From an optimization exercise on the open Yosys and OpenROAD flow, aimed at small area and a short achievable clock period; shortcuts taken in it are not production practice. Function was checked by simulation only, so behaviour that the tests miss may differ from the original. Power is estimated from default activity; no workload was simulated.

==> flow/design.v <==
`timescale 1ns / 1ps
module fixed_point_linear #(
    parameter INTEGER_W = 16,
    parameter FRACTIONAL_W = 16,
    parameter VALUE_OG_WIDTH = INTEGER_W + FRACTIONAL_W,
    parameter K_WIDTH = 32,  
    parameter B_WIDTH = INTEGER_W + FRACTIONAL_W,
    parameter VALUE_OUT_WIDTH = INTEGER_W + FRACTIONAL_W,
    parameter MULT_RESULT_WIDTH = VALUE_OG_WIDTH + K_WIDTH
) (
    input  logic clk,
    input  logic rst_n,
    input  logic signed [VALUE_OG_WIDTH-1:0] value_og,
    input  logic signed [K_WIDTH-1:0] k,
    input  logic signed [B_WIDTH-1:0] b,
    input  logic                      valid_i,
    output logic                      ready_o,
    input  logic                      ready_i,
    output logic                      valid_o,
    output logic signed [VALUE_OUT_WIDTH-1:0] value_out
);
    logic signed [VALUE_OG_WIDTH-1:0] value_og_reg;
    logic signed [K_WIDTH-1:0] k_reg;
    logic signed [B_WIDTH-1:0] b_reg;
    logic signed [MULT_RESULT_WIDTH-1:0] multiplication_reg;
    logic signed [MULT_RESULT_WIDTH-1:0] scaled_mult_reg;
    logic signed [VALUE_OUT_WIDTH-1:0] value_out_reg;
    logic valid_stage1, valid_stage2, valid_stage3, valid_stage4;
    logic signed [MULT_RESULT_WIDTH-1:0] multiplication;
    logic signed [MULT_RESULT_WIDTH-1:0] scaled_mult;
    logic signed [MULT_RESULT_WIDTH-1:0] addition;
    logic signed [VALUE_OUT_WIDTH-1:0] max_positive;
    logic signed [VALUE_OUT_WIDTH-1:0] max_negative;
    assign ready_o = ~valid_stage1 || (valid_stage1 && ready_i);
    always_ff @(posedge clk) begin
        if (!rst_n) begin
            value_og_reg <= '0;
            k_reg <= '0;
            b_reg <= '0;
            valid_stage1 <= 1'b0;
        end else begin
            if (ready_o) begin  
                value_og_reg <= value_og;
                k_reg <= k;
                b_reg <= b;
                valid_stage1 <= valid_i;
            end
        end
    end
    always_ff @(posedge clk) begin
        if (!rst_n) begin
            multiplication_reg <= '0;
            valid_stage2 <= 1'b0;
        end else begin
            if (valid_stage1) begin  
                multiplication_reg <= value_og_reg * k_reg;
                valid_stage2 <= valid_stage1;
            end else begin
                valid_stage2 <= 1'b0;
            end
        end
    end
    assign multiplication = multiplication_reg;
    always_ff @(posedge clk) begin
        if (!rst_n) begin
            scaled_mult_reg <= '0;
            valid_stage3 <= 1'b0;
        end else begin
            if (valid_stage2) begin  
                scaled_mult_reg <= multiplication >>> FRACTIONAL_W;  
                valid_stage3 <= valid_stage2;
            end else begin
                valid_stage3 <= 1'b0;
            end
        end
    end
    assign scaled_mult = scaled_mult_reg;
    always_ff @(posedge clk) begin
        if (!rst_n) begin
            value_out_reg <= '0;
            valid_stage4 <= 1'b0;
        end else begin
            if (valid_stage3) begin  
                addition = scaled_mult + {{(MULT_RESULT_WIDTH-B_WIDTH){b_reg[B_WIDTH-1]}}, b_reg};
                max_positive = (1 << (VALUE_OUT_WIDTH-1)) - 1;   
                max_negative = -(1 << (VALUE_OUT_WIDTH-1));      
                if ($signed(addition) > $signed(max_positive)) begin
                    value_out_reg <= max_positive;
                end else if ($signed(addition) < $signed(1'b0)) begin
                    value_out_reg <= 0;
                end else begin
                    value_out_reg <= addition[VALUE_OUT_WIDTH-1:0];
                end
                valid_stage4 <= valid_stage3;
            end else begin
                valid_stage4 <= 1'b0;
            end
        end
    end
    always_ff @(posedge clk) begin
        if (!rst_n) begin
            valid_o <= 1'b0;
            value_out <= '0;
        end else begin
            if (ready_i) begin  
                valid_o <= valid_stage4;
                value_out <= value_out_reg;
            end
        end
    end
endmodule
`timescale 1ns / 1ps
module fifo #(
    parameter DATA_WIDTH = 32,
    parameter DEPTH = 16,
    parameter START_NUMBER = 0
)(
    input  logic clk,
    input  logic reset_n,
    output  logic [DATA_WIDTH-1:0] s_axis_tdata,
    output  logic s_axis_tvalid,
    input logic s_axis_tready,
    input logic [DATA_WIDTH-1:0] m_axis_tdata,
    input logic m_axis_tvalid,
    output  logic m_axis_tready
);
    logic [DATA_WIDTH-1:0] mem [0:DEPTH-1];
    logic [$clog2(DEPTH)-1:0] wr_ptr;
    logic [$clog2(DEPTH)-1:0] rd_ptr;
    logic [$clog2(DEPTH):0] count;
    logic full, empty;
    assign full = (count == DEPTH);
    assign empty = (count == 0);
    assign m_axis_tready = !full;  
    assign s_axis_tvalid = (!empty);
    always_ff @(posedge clk or negedge reset_n) begin
        if (!reset_n) begin
            wr_ptr <= 0;
            rd_ptr <= 0;
            count <= START_NUMBER;
            s_axis_tdata <= 0;
        end else begin
            if (m_axis_tvalid && m_axis_tready) begin
                mem[wr_ptr] <= m_axis_tdata;
                wr_ptr <= (wr_ptr == DEPTH-1) ? 0 : wr_ptr + 1;
            end
            if (s_axis_tvalid && s_axis_tready ) begin
                s_axis_tdata <= mem[rd_ptr];
                rd_ptr <= (rd_ptr == DEPTH-1) ? 0 : rd_ptr + 1;
            end
            case ({m_axis_tvalid && m_axis_tready, s_axis_tvalid && s_axis_tready})
                2'b01: count <= count - 1;   
                2'b10: count <= count + 1;   
                2'b11: count <= count;       
                default: ;                   
            endcase
        end
    end
endmodule
`timescale 1ns / 1ps
module parallel_DAC #(     
    parameter FIFO_DEPTH = 4,
    parameter DATA_WIDTH = 32,
    parameter START_NUMBER = 4       
)(
    input logic      in_clk,
    input logic      in_reset,
    input logic      in_sdo, 
    input logic [DATA_WIDTH-1:0] in_data,
    input logic      valid, 
    output logic      ready,
    output logic     out_sclk,
    output logic     out_ss,
    output logic     out_sdio,
    output logic     out_busy,
    output logic        sel_1_0,
    output logic        sel_1_1,
    output logic        sel_2_0,
    output logic        sel_2_1,
    output logic        AS2_r,
    output logic [15:0] out_data
);
    logic      in_start;
    logic [5:0] timer;
    logic sclk, sclk_buf;
    logic sdio, ss, busy;
    logic [15:0] dout;
    logic [7:0] counter_data;
    logic [3:0] timer_sclk;
    logic [5:0] timer_delay;
    logic [15:0] data;
    logic sclk_pos; assign sclk_pos = ~sclk_buf & sclk;
    logic sclk_neg; assign sclk_neg = ~sclk & sclk_buf;
    logic     data_went;
    assign data [15:0] = in_data[15:0];
    assign out_sdio = sdio;
    assign out_sclk = sclk;
    assign out_ss = ss;
    assign out_busy = busy;
    logic [2:0] sel_r;
    logic block;
    always_ff @(posedge in_clk or negedge in_reset) begin
        if(!in_reset) begin
            timer_sclk <= 4'd0;
        end else begin
            timer_sclk <= (in_start && (timer_sclk < 4'd5)) ? 
                         timer_sclk + 1 : 4'd0;
        end
    end
    always_ff @(posedge in_clk or negedge in_reset) begin
        if(!in_reset) begin
            in_start <= 'd0;
        end else if (valid && ready ) begin
            in_start <= 1'b1;
        end else if (timer_delay == 6'd30 )
            in_start <= 'd0;
    end
    always_ff @(posedge in_clk or negedge in_reset) begin
        if(!in_reset) begin
            out_data <= 'd0;
        end else if (in_start) begin
            if (timer_delay == 6'd29) begin
                out_data <= data;
            end 
        end
    end
    always_ff @(posedge in_clk or negedge in_reset) begin
        if(!in_reset) begin
            sclk <= 1'b1;
        end else begin
            if(in_start) begin
                if(timer_sclk == 4'd4 && counter_data != 8'd16) 
                    sclk <= ~sclk;
                else if(counter_data == 8'd16) 
                    sclk <= 1'b1;
            end else begin
                sclk <= 1'b1;
            end
        end
    end
    always_ff @(posedge in_clk or negedge in_reset) begin
        if(!in_reset) begin
            sclk_buf <= 1'b1;
        end else begin
            sclk_buf <= sclk;
        end
    end
    always_ff @(posedge in_clk or negedge in_reset) begin
        if(!in_reset) begin
            counter_data <= 8'd0;
        end else begin
            if(in_start) begin
                if(sclk_pos && (counter_data < 8'd16)) 
                    counter_data <= counter_data + 1;
                else if( !in_start)
                    counter_data <= 8'd0;
            end else begin
                counter_data <= 8'd0;
            end
        end
    end
    always_ff @(posedge in_clk or negedge in_reset) begin
        if(!in_reset) begin
            dout <= 16'd0;
            block <= 0;
        end else begin
            if(in_start && !block) begin
                if(counter_data == 8'd0) begin
                    dout <= in_data[31:16];
                end else if((counter_data > 0) && (counter_data < 16) && sclk_neg) begin
                    dout <= {dout[14:0], 1'b0};
                end else if(counter_data == 16)
                 block <= 1'b1;   
            end else if (!in_start) begin
                block <= 1'b0;
            end
        end
    end
        always_comb begin
        if(!in_reset) begin
            ready <= 1'b0;
        end else begin
            if (valid && !in_start) begin
                ready <= 1'b1;
            end else  begin
                ready <= 1'b0;
            end
        end
    end
    always_ff @(posedge in_clk or negedge in_reset) begin
        if(!in_reset) begin
            sdio <= 1'b0;
        end else begin
            sdio <= (in_start) ? dout[15] : 1'b0;
        end
    end
    always_ff @(posedge in_clk or negedge in_reset) begin
        if(!in_reset) begin
            timer_delay <= 6'd0;
        end else begin
            if(in_start) begin
                if((counter_data == 8'd16) && (timer_delay < 6'd30)) 
                    timer_delay <= timer_delay + 1;
                else if(counter_data != 8'd16) 
                    timer_delay <= 6'd0;
            end else begin
                timer_delay <= 6'd0;
            end
        end
    end
    always_ff @(posedge in_clk or negedge in_reset) begin
        if(!in_reset) begin
            ss <= 1'b1;
        end else begin
            ss <= (busy) ? 1'b0 : 1'b1;
        end
    end
    always_ff @(posedge in_clk or negedge in_reset) begin
        if(!in_reset) begin
            busy <= 1'b0;
            data_went <= 1'b0; 
        end else begin
            if( in_start) begin
                busy <= (timer_delay != 6'd30);          
                data_went <= (timer_delay == 6'd29); 
            end else begin
                busy <= 1'b0;
            end
        end
    end
     always_ff @(posedge in_clk) begin
    if (!in_reset) begin
        sel_r <= 'b0;
        AS2_r <= 1'b0;
    end else if (data_went) begin
            sel_r<=sel_r + 1'b1;
       end else if(sel_r == 3'b010) begin
            AS2_r <= 1'b1;
        end else if(sel_r == 3'b100) begin
            sel_r <= 'b0;
            AS2_r <= 1'b0;
        end
end
assign sel_1_0 = (sel_r == 3'b001);
assign sel_1_1 = (sel_r == 3'b010);
assign sel_2_0 = (sel_r == 3'b011);
assign sel_2_1 = (sel_r == 3'b100);
endmodule
`timescale 1ns / 1ps
module top#(       
    parameter FIFO_DEPTH = 16,
    parameter DATA_WIDTH = 32,
    parameter START_NUMBER = 0    
)(
    input  logic        GCLK,
    input  logic        OTG_RESETN,
    input  logic [DATA_WIDTH-1:0] wdatax,
    input  logic [DATA_WIDTH-1:0] wdatay,
    input  logic        validx,
    input  logic        validy,
    input  logic [DATA_WIDTH-1:0] kx_u,
    input  logic [DATA_WIDTH-1:0] bx_u,
    input  logic [DATA_WIDTH-1:0] kx_c,
    input  logic [DATA_WIDTH-1:0] bx_c,
    input  logic [DATA_WIDTH-1:0] ky_u,
    input  logic [DATA_WIDTH-1:0] by_u,
    input  logic [DATA_WIDTH-1:0] ky_c,
    input  logic [DATA_WIDTH-1:0] by_c,
    output logic        sel_1_0,
    output logic        sel_1_1,
    output logic        sel_2_0,
    output logic        sel_2_1,
    output logic        AS2_r,
    output  logic       wready,
    output logic        JB1,
    output logic        JB2,
    output logic        JB3,
    output logic        JB4,
    output logic        JB7,
    output logic        JB8,
    output logic        JB9,
    output logic        JB10,
    output logic        JA1,
    output logic        JA2,
    output logic        JA3,
    output logic        JA4,
    output logic        JA7,
    output logic        JA8,
    output logic        JA9,
    output logic        JA10,
    output logic        JC1_N,
    output logic        JC1_P,
        input logic        JC2_N,
    output logic        JC2_P,
    output logic        JC3_P
);
 assign JC1_P = 1'b0;
 logic [31:0]  in_data;
 logic  in_valid;
 logic in_ready;
    logic                  u_ready;
    logic                  u_valid;
    logic [DATA_WIDTH-1:0] u_data;
    logic                  c_ready;
    logic                  c_valid;
    logic [DATA_WIDTH-1:0] c_data;  
    logic [DATA_WIDTH-1:0] k_u;
    logic [DATA_WIDTH-1:0] b_u;
    logic [DATA_WIDTH-1:0] k_c;
    logic [DATA_WIDTH-1:0] b_c;
    logic [DATA_WIDTH-1:0] wdata;
    logic  wvalid;
    logic  store_valid;
    logic  done; 
always_ff @(posedge GCLK or negedge OTG_RESETN) begin
    if (!OTG_RESETN) begin
        store_valid <= 1'b0;
        done<= 1'b0;
    end else begin
        if (validx && validy) begin
            store_valid <= validy;
            done <= validy;
        end else if (!validx && !validy && u_valid) begin
            done <= store_valid;
            store_valid <=1'b0;
        end
    end
end
always_ff @(posedge GCLK or negedge OTG_RESETN) begin
        if (!OTG_RESETN) begin
        wdata <= '0;
        k_u <= '0;
        b_u <= '0;
        k_c <= '0;
        b_c <= '0;
        wvalid <= 1'b0;
    end else if (validx) begin
        wdata <= wdatax;
        k_u <= kx_u;
        b_u <= bx_u;
        wvalid <= validx;
    end else if (u_valid) begin
        if (store_valid) begin
            wdata <= wdatay;
            k_u <= ky_u;
            b_u <= by_u;
            k_c <= kx_c;
            b_c <= bx_c;
            wvalid <= u_valid;
        end else if (done) begin
            k_c <= ky_c;
            b_c <= by_c;
        end
    end else begin
        wdata <= '0;
        wvalid <= 1'b0;
    end
end
parallel_DAC #(
    .FIFO_DEPTH(FIFO_DEPTH),
    .DATA_WIDTH(DATA_WIDTH),
    .START_NUMBER(START_NUMBER)
)dac_inst (
    .in_clk(GCLK),
    .in_reset(OTG_RESETN),
    .in_sdo(JC2_N), 
    .in_data(in_data),
    .out_sclk(JC2_P),
    .out_ss(JC1_N),
    .out_sdio(JC3_P),
    .out_busy(),
    .AS2_r(AS2_r),
    .valid(in_valid), 
    .sel_1_0(sel_1_0),
    .sel_1_1(sel_1_1),
    .sel_2_0(sel_2_0),
    .sel_2_1(sel_2_1),
    .ready(in_ready),
    .out_data({JA1,JA2,JA3,JA4,JA7,JA8,JA9,JA10,JB1,JB2,JB3,JB4,JB7,JB8,JB9,JB10})
);
    fifo #(
        .DATA_WIDTH(DATA_WIDTH),
        .DEPTH(FIFO_DEPTH)
    ) fifo_inst (
        .clk(GCLK),
        .reset_n(OTG_RESETN),
        .s_axis_tdata(in_data),
        .s_axis_tvalid(in_valid),
        .s_axis_tready(in_ready),
        .m_axis_tdata({wdata[31:16],c_data[31:16]}),
        .m_axis_tvalid(c_valid),
        .m_axis_tready(c_ready)
    );
fixed_point_linear mult_u (
    .clk(GCLK),
    .rst_n(OTG_RESETN),
    .value_og({wdata[15:0],16'b0}),
    .k(k_u),
    .b(b_u),
    .valid_i(wvalid),
    .ready_o(wready),
    .ready_i(u_ready),
    .valid_o(u_valid),
    .value_out(u_data)
);
fixed_point_linear mult_code (
    .clk(GCLK),
    .rst_n(OTG_RESETN),
    .value_og(u_data),
    .k(k_c),
    .b(b_c),
    .valid_i(u_valid),
    .ready_o(u_ready),
    .ready_i(c_ready),
    .valid_o(c_valid),
    .value_out(c_data)
);
endmodule
==> flow/run.sh <==
#!/bin/bash
# synth_recipe.tcl (not shown) runs the flow's synth.tcl, then flattens the netlist and writes it again
# the make line also repeats each setting of config.mk as NAME=value (left out here)
make -C /OpenROAD-flow-scripts/flow DESIGN_CONFIG=/design/flow/config.mk WORK_HOME=/design/flow/orfs CLKGATE_MAP_FILE= SYNTH_SCRIPT=/design/flow/synth_recipe.tcl finish
==> flow/config.mk <==
export PLATFORM = sky130hd
export DESIGN_NAME = top
export DESIGN_NICKNAME = top
export VERILOG_FILES = /design/flow/design.v
export SDC_FILE = /design/flow/constraint.sdc
export NUM_CORES = 4
export LEC_CHECK = 0
export CAP_MARGIN = 20
export CORE_MARGIN = 2
export CORE_UTILIZATION = 40
export PLACE_DENSITY = 0.6
export SLEW_MARGIN = 20
==> flow/constraint.sdc <==
create_clock -name core_clock -period 10.0 [get_ports {GCLK}]
set_input_delay 2.0000 -clock core_clock [delete_from_list [all_inputs] [get_ports {GCLK}]]
set_output_delay 2.0000 -clock core_clock [all_outputs]
set_load 0.01 [all_outputs]
==> flow_summary.yaml <==
setup_path:
  worstPathArrival_ns: 10.10
  cp-end-kind: "flop"
  reg2reg_depth: 28
  worst-setup-path-type: "flop to flop"
  cp.required_ns: 10.72
  regToRegStartpoint: "mult_code.value_og_reg[10]"
  path_common_cell: "fa_1"
  cp-start-kind: "flop"
  startpoint: "mult_code.value_og_reg[10]"
  cp_max_fo: 11
  critical_path.max_stage_delay_ns: 0.93
  cp_slowest_cell: "dfxtp_1"
logic_synthesis:
  synth_top_family_by_area: "adder cells"
  synth_area_per_cell_sq_um: 10.12
  netlist_area_sq_um: 104400
  synth_edf_count: 512
  yosysWarnings: 5
  yosysSeqAreaShare_pct: 30.27
  synth.area.mux_share_pct: 3.512
  ys.flop_type: "edfxtp_1"
  synth_compound_area_share_pct: 8.528
  ys_types: 93
  synth_xor_area_share_pct: 1.569
  synth-simple-area-share_pct: 13.53
  async_flop_share_pct: 21.18
  synth.net_count: 12620
  ys_ff_latch: 1256
  postSynthCellCount: 10310
  synth_adder_area_share_pct: 35.08
clocking:
  cts_tree: "done"
  cts_max_path_buffers: 3
  insertion_delay_ns: 0.82
  htree_levels: 4
  cts_setup_buffers: 0
  cts_buffers: 139
  cts_resized: 0
  cts_sinks: 1256
  cts_hold_buffers: 0
  clkTransAtPathRegs_ns: 0.06
  clockRootBuffer: "clkbuf_16"
detailed_routing:
  vias_per_cell: 5.240
  num_vias: 72930
  wire_per_inst_um: 20.39
  drt_iter0_drc: 4897
  firstDrtPassIters: 6
  wirelength_um: 283800
  antenna_left: 0
  drc_errors: 0
final_layout:
  largest_reg_flops: 512
  area_delta_synth_final_pct: 11.45
  final_common_cell: "fa_1"
  layout_common_cells: "fa_1 (1570), nand2_1 (1508), inv_1 (1479), and2_1 (721), a21oi_1 (513)"
  num-fill-cells: 24280
  drive_above_1_share_pct: 4.709
  final_cell_count_no_fill: 13920
  layout.nets: 12710
grt:
  top_usage_layer: "met2"
  antenna_found_initial: 6
  grt_pass1_vias: 77170
  grt_max_degree: 136
  grt_use_met3_pct: 3.407
  met2_usage_pct: 36.14
  overflow: 0
  grt_util_met1_pct: 29.01
  grt_use_total_pct: 21.56
  grt_pass1_wl_um: 447100
power_and_ir_drop:
  p_total_mw: 14.82
  power.switching_mw: 4.813
  p_comb_share_pct: 23.6
  swShare_pct: 32.46
  pwr-share-clk_pct: 35.8
  powerDensity_nw_per_um2: 127.4
  vdd_drop_max_uv: 182.4
  p_seq_share_pct: 40.7
  p_int_mw: 10.01
  p_leak_nw: 50.50
sta:
  holdWs_ns: 0.3599
  setup_viol_count_final: 0
  tns_ns: 0
  slew_violations: 0
  final.setup_skew_ns: 0.07171
  hold_viol: 0
  rsz0062_at_grt: "no"
  min_period_over_period_pct: 93.82
  max_freq_mhz: 106.6
  fin_crit_ns: 9.382
  worst_pin_slew_ns: 1.141
  slew_headroom_pct: 23.91
hold_path:
  min_from: "dac_inst.busy"
  holdPathStages: 1
  hold_class: "flop to flop"
floorplanning:
  coreArea_sq_um: 259500
  num_rows: 187
  start_util_pct: 40.23
  ios: 351
  chipWidth_um: 514.9
  die_h_um: 514.9
  fp.dieArea_sq_um: 265100
outcome:
  status: "finished clean"
placement:
  port_buffers: 348
  dp_cells: 13660
  hpwlAfterDp_um: 208200
  place_congestion: 0.9131
run:
  maxCapViolations: 0
-- logic make-up after synthesis --
group                      Yosys count
adders and majority gates         1985
xor gates and xnor gates           187
muxes                              364
AOI/OAI and AO/OA                 1431
and+or+nand+nor                   3014
other                                1
DFF                               1256
buffers and inverters             2073
-- power groups by stage --
stage	clock (mW)	sequential, mW	combinational, mW
2_1_floorplan	0	5.90	2.35
3_3_place_gp	0	6.11	3.39
3_5_place_dp	0	6.13	3.47
4_1_cts	5.44	6.02	3.49
5_1_grt	5.64	6.07	3.87
6_report	5.31	6.03	3.49
-- cell type report --
cell class              instances  area, sq um  area share [%]
well taps                    3402         4257           3.659
diodes                          4        10.01        0.008603
flip-flops and latches       1256        31620           27.18
clock buffers                 198         3921           3.370
repair buffers                535         4972           4.274
inverters                    1482         5570           4.788
clock inverters                59        868.3          0.7463
multi-input cells            6982        65130           55.97
-- through the flow --
stage	util [%]	cell area (sq um)	worst slack [ns]
6_report	44.84	116300	0.6184
5_1_grt	44.84	116300	0.2087
4_1_cts	44.83	116300	0.6373
3_5_place_dp	42.99	111500	0.6588
3_3_place_gp	42.99	111500	0.5031
2_1_floorplan	-	104400	2.197
-- cells in the mapped netlist (all sizes together) (6+ instances only) --
master,count,area [sq um]
a2111oi,7,80.08
a211o,6,52.55
a211oi,23,172.7
a21boi,18,135.1
a21o,95,713.2
a21oi,516,2590
a221oi,34,304.0
a22o,32,280.3
a22oi,163,1224
a311oi,18,176.4
a31oi,46,287.8
and2,727,4548
and3,26,162.7
and4,7,61.31
buf,43,205.2
clkbuf,548,2058
dfrtp,263,6581
dfxtp,478,9569
edfxtp,512,15370
fa,1570,31430
ha,415,5192
inv,1481,5559
mux2,18,202.7
mux2i,346,3463
nand2,1511,5679
nand2b,60,375.4
nand3,80,400.4
nand3b,12,90.09
nand4,79,494.2
nor2,355,1349
nor2b,73,456.7
nor3,39,200.2
nor4,9,56.30
o2111ai,6,52.55
o211ai,12,95.09
o21a,25,188.9
o21ai,304,1521
o21bai,27,210.2
o22ai,37,231.5
o31ai,16,133.9
or2,6,37.54
or3,16,100.1
xnor2,123,1077
xor2,64,560.5
-- per-layer routing --
| layer | share of wire (%) | vias to the layer above |
|---|---|---|
| met3 | 6.3 | 388 |
| li1 | - | 33030 |
| met4 | 2.5 | 2 |
| met5 | 0.0042 | - |
| met1 | 43 | 37300 |
| met2 | 48 | 2204 |
-- critical path: cells and delay by family, from the launching register on --
kind / cells / cell delay (ns)
AO/OA/AOI/OAI: 9 / 2.58
adder cells (fa/ha/maj): 9 / 4.28
buffers and inverters: 6 / 0.85
flip-flops: 1 / 0.93
AND/OR/NAND/NOR: 4 / 0.68
-- path summary, 6_finish.rpt --
check	endpoint	slack (ns)
worst max-delay path	mult_code.multiplication_reg[60]	0.62
worst min-delay path	dac_inst.ss	0.36
worst max register to register	mult_code.multiplication_reg[60]	0.62
worst min register to register	dac_inst.ss	0.36
max in group asynchronous	b_u[0]	6.68
min in group asynchronous	wdata[22]	1.16

[re-timing with driven ports]
The flow's constraints put no driver on any port. The routed layout listed below was extracted and timed again, unchanged, in two steps.
Step 1, drivers: a clkbuf_16 drives GCLK and a buf_2 each remaining input, both assumed.
Step 2 adds t to the input delays and takes it off the output delays; t is the mean of the earliest and latest rising clock arrival at the registers after step 1. Input paths then give back, and output paths get back, about the clock's delay inside the block.
a / b / c = ideal ports / drivers / drivers and shift; a / b = the first two.
shift t [ns]: 0.882
setup WS [ns]: 0.618 / 0.618 / 0.618
latest minus earliest clock arrival (ns): 0.079 / 0.078
After both steps this run still meets setup and hold. The setup slack of this run moves by 0.000 ns with the drivers and by 0.000 ns with both steps.
